Source: an optimization exercise on an open RTL-to-GDS flow (aim: small area, a short achievable clock period and few clock cycles per item). Production flows keep margins and buffers that such runs may drop.
In this exercise RTL edits were held to simulation tests only and were not proved equivalent to the original.
Power figures rest on the tool's default switching activity, not on a simulated workload.

==> flow/design.v (excerpt) <==
module qoi_decompressor (
    input  wire        rstn,
    input  wire        clk,
    output wire        i_tready,
    input  wire        i_tvalid,
    input  wire        i_tlast,
    input  wire [31:0] i_tdata,      
    input  wire        o_tready,
    output reg         o_tvalid,
    output reg         o_tlast,
    output reg  [ 7:0] o_R, o_G, o_B,
    output wire [31:0] o_width, o_height
);
Size in the first run: about 3700 cells after synthesis, about 1400 flip-flops, roughly 130 I/O pins, ~63000 µm² of cells after synthesis.
clock: 10.0 ns
lec_check: 0
cap_margin: 20
core_margin: 2
core_utilization: 65
place_density: 0.72
slew_margin: 20
standard.sh (not shown) runs the stock make flow with config.mk's settings and CLKGATE_MAP_FILE= SYNTH_SCRIPT=/design/flow/synth_recipe.tcl, a recipe that flattens the netlist after the stock synthesis.
==> flow/flow/run.sh <==
#!/bin/bash
set -euo pipefail
bash standard.sh SETUP_SLACK_MARGIN=6.5 finish > flow_make.log 2>&1
Testbench counts at the start, summed over its fixed seeds: cycles 49,382, pixels 48,510.
Rerun with:
==> flow/flow/run.sh (replaced) <==
#!/bin/bash
set -euo pipefail
bash standard.sh 'BUFFER_PORTS_ARGS=-buffer_cell sky130_fd_sc_hd__buf_4' \
    'CTS_ARGS=-sink_clustering_enable -repair_clock_nets -dont_use_dummy_load' \
    SETUP_SLACK_MARGIN=6.5 finish > flow_make.log 2>&1
After rerunning:
- worst hold slack gets worse by 16 ps
- worst setup slack gets better by 14 ps
- power goes down by about 3%
- clock power goes down by about 12%
- maximum frequency goes up by 0.40%
- sequential power barely changes
- routed wire length goes down by 4.3%
- global-route usage goes down by 1.3 points
- final cell count goes down by 2.8%

* * *

qoi_decompressor, a different RTL version from the one above (not shown whole).
Size: about 3800 cells after synthesis, roughly 130 I/O pins.
export LEC_CHECK = 0
export CAP_MARGIN = 20
export CORE_MARGIN = 2
export CORE_UTILIZATION = 55
export PLACE_DENSITY = 0.65
export SLEW_MARGIN = 20
create_clock -name core_clock -period 10.0 [get_ports {clk}]
==> flow/flow/run.sh <==
#!/bin/bash
set -euo pipefail
bash standard.sh SETUP_SLACK_MARGIN=6.5 finish > flow_make.log 2>&1
The first run passed the timing, DRC and antenna checks.
Testbench counts at the start, summed over its fixed seeds: cycles 49,382, pixels 48,510.
Change:
CORE_UTILIZATION = 40   (was 55)
CTS_BUF_LIST = sky130_fd_sc_hd__clkbuf_8   (was unset)
PLACE_DENSITY = unset   (was 0.65)
Register-to-register slack is better by 0.06 ns.
Power came out lower by 1.2%.
Via count came out higher by 0.40%.
Design area came out higher by 0.41%.
Count of clock-buffer cells in the layout came out higher by 34.
Routed wire length came out higher by 2.0%.
Clock power came out lower by 11%.
Critical path depth does not change.
Die area came out higher by 37%.
Final cell count came out higher by 13%.
Change:
CTS_BUF_LIST = unset   (was sky130_fd_sc_hd__clkbuf_8)
Outcome: Sequential power barely changes. Wire length falls by about 0.7%. Setup slack gets better by 0.21 ns. Global-route usage falls by 0.18 points. First-iteration DRC count falls by 6.3%.

* * *

Setup of JK:
qoi_decompressor, a different RTL version from the one above (not shown whole).
For scale: about 3900 cells after synthesis, ~1400 flip-flops, about 130 I/O pins, about 63000 um^2 of cells after synthesis.
clock: 10.0 ns
lec_check: 0
cap_margin: 20
core_margin: 2
core_utilization: 65
place_density: 0.72
slew_margin: 20
==> flow/flow/run.sh <==
#!/bin/bash
set -euo pipefail
bash standard.sh 'BUFFER_PORTS_ARGS=-buffer_cell sky130_fd_sc_hd__buf_4' \
    'CTS_ARGS=-sink_clustering_enable -repair_clock_nets -sink_clustering_size 24 -sink_clustering_max_diameter 100 -sink_buffer_max_cap_derate 0.05' \
    SETUP_SLACK_MARGIN=6.7 finish > flow_make.log 2>&1
Testbench counts of JK, summed over its fixed seeds: cycles 49,382, pixels 48,510.
> inputs changed (JK -> MS)
==> flow/flow/run.sh <==
#!/bin/bash
set -euo pipefail
bash standard.sh 'BUFFER_PORTS_ARGS=-buffer_cell sky130_fd_sc_hd__buf_4' \
    'CTS_ARGS=-sink_clustering_enable -repair_clock_nets -dont_use_dummy_load' \
    SETUP_SLACK_MARGIN=6.8 finish > flow_make.log 2>&1
Results
- MS ran to completion and came out clean on the timing, DRC and antenna checks.
- Diff MS..JK | delay of the slowest critical-path stage | negligible
- Relative to JK, global-route wire length before repair has gone up in MS.
- Setup WNS JK -> MS: better
Setup changes, MS to AL
==> flow/flow/run.sh <==
#!/bin/bash
set -euo pipefail
bash standard.sh 'BUFFER_PORTS_ARGS=-buffer_cell sky130_fd_sc_hd__buf_4' \
    'CTS_ARGS=-sink_clustering_enable -repair_clock_nets -sink_clustering_size 20 -sink_clustering_max_diameter 80 -sink_buffer_max_cap_derate 0.05 -dont_use_dummy_load' \
    SETUP_SLACK_MARGIN=6.8 finish > flow_make.log 2>&1
-- flow/config.mk --
<<< MS, line 11
export PLACE_DENSITY = 0.72
export SLEW_MARGIN = 20
>>> AL, line 11
export PLACE_DENSITY = 0.72
export SLEW_MARGIN = 20
export TNS_END_PERCENT = 20
AL reached the final stage; the timing, DRC and antenna checks on its layout passed.
Cmp AL vs MS: number of buffers added by the clock tree synthesis step lower in AL
Comparing AL against MS, there is no change at all in area of the core.
AL ends up with lower buffering overhead than MS does.
Detailed router's first-iteration violation count delta for AL relative to MS: 309 lower
AL vs. MS: power share of the clock group went down by 3.5 points; multi-input logic portion of the cell area +0.85 points.
Setup changes, AL to TR
==> flow/flow/run.sh <==
#!/bin/bash
set -euo pipefail
bash standard.sh 'BUFFER_PORTS_ARGS=-buffer_cell sky130_fd_sc_hd__buf_4' \
    'CTS_ARGS=-sink_clustering_enable -repair_clock_nets -sink_clustering_size 24 -sink_clustering_max_diameter 100 -sink_buffer_max_cap_derate 0.05 -dont_use_dummy_load' \
    SETUP_SLACK_MARGIN=6.8 finish > flow_make.log 2>&1
-- flow/config.mk --
<<< AL, line 8
export CAP_MARGIN = 20
export CORE_MARGIN = 2
export CORE_UTILIZATION = 65
export PLACE_DENSITY = 0.72
export SLEW_MARGIN = 20
export TNS_END_PERCENT = 20
>>> TR, line 8
export CAP_MARGIN = 20
export CORE_MARGIN = 2
export CORE_UTILIZATION = 70
export PLACE_DENSITY = 0.76
export SLEW_MARGIN = 20
[summary]
TR | stages: all done | timing, DRC, antenna: all pass
AL: flow completed, timing, DRC and antenna clean
AL has a higher share of the final layout cell area in sequential cells than TR.
Of TR and AL, the lower met2 layer usage reported by global route belongs to AL.
Antenna cell count ended up 2 higher on TR than on AL.

==> what the ideal ports hide <==
The flow's constraints put no driver on any port. The routed layouts listed below were extracted and timed again, unchanged, in two steps. Step 1 assumes that a clkbuf_16 drives the clock port and a buf_2 every other input. Step 2 moves the port delays by t, midway between the first and last clock arrival at a register: inputs arrive t later, outputs are due t later. That takes back most of the time a late clock gives input paths. a / b / c = ideal ports / drivers / drivers and shift; a / b = the first two.
run	t (ns)	slack for setup (ns)	worst setup path after step 2	clock arrival spread, ns
the first run of note 1	0.838	6.424 / 6.350 / 5.726	input to register	0.033 / 0.034
the second run of note 1	0.804	6.438 / 6.363 / 5.786	input to register	0.059 / 0.059
the first run of note 2	0.822	6.233 / 6.158 / 5.777	input to register	0.034 / 0.034
the second run of note 2	1.024	5.994 / 5.921 / 5.584	input to register	0.102 / 0.103
the third run of note 2	0.855	6.202 / 6.126 / 5.770	input to register	0.051 / 0.051
JK	0.883	6.533 / 6.466 / 6.005	input to register	0.037 / 0.037
MS	0.816	6.650 / 6.574 / 6.052	input to register	0.059 / 0.059
AL	0.879	6.560 / 6.495 / 6.076	input to register	0.136 / 0.136
TR	1.109	6.380 / 6.304 / 5.971	input to register	0.181 / 0.181
After both steps every run listed still meets setup and hold. For the first run of note 1, which loses most, drivers alone change the setup slack by -0.074 ns; drivers and shift together by -0.698 ns.
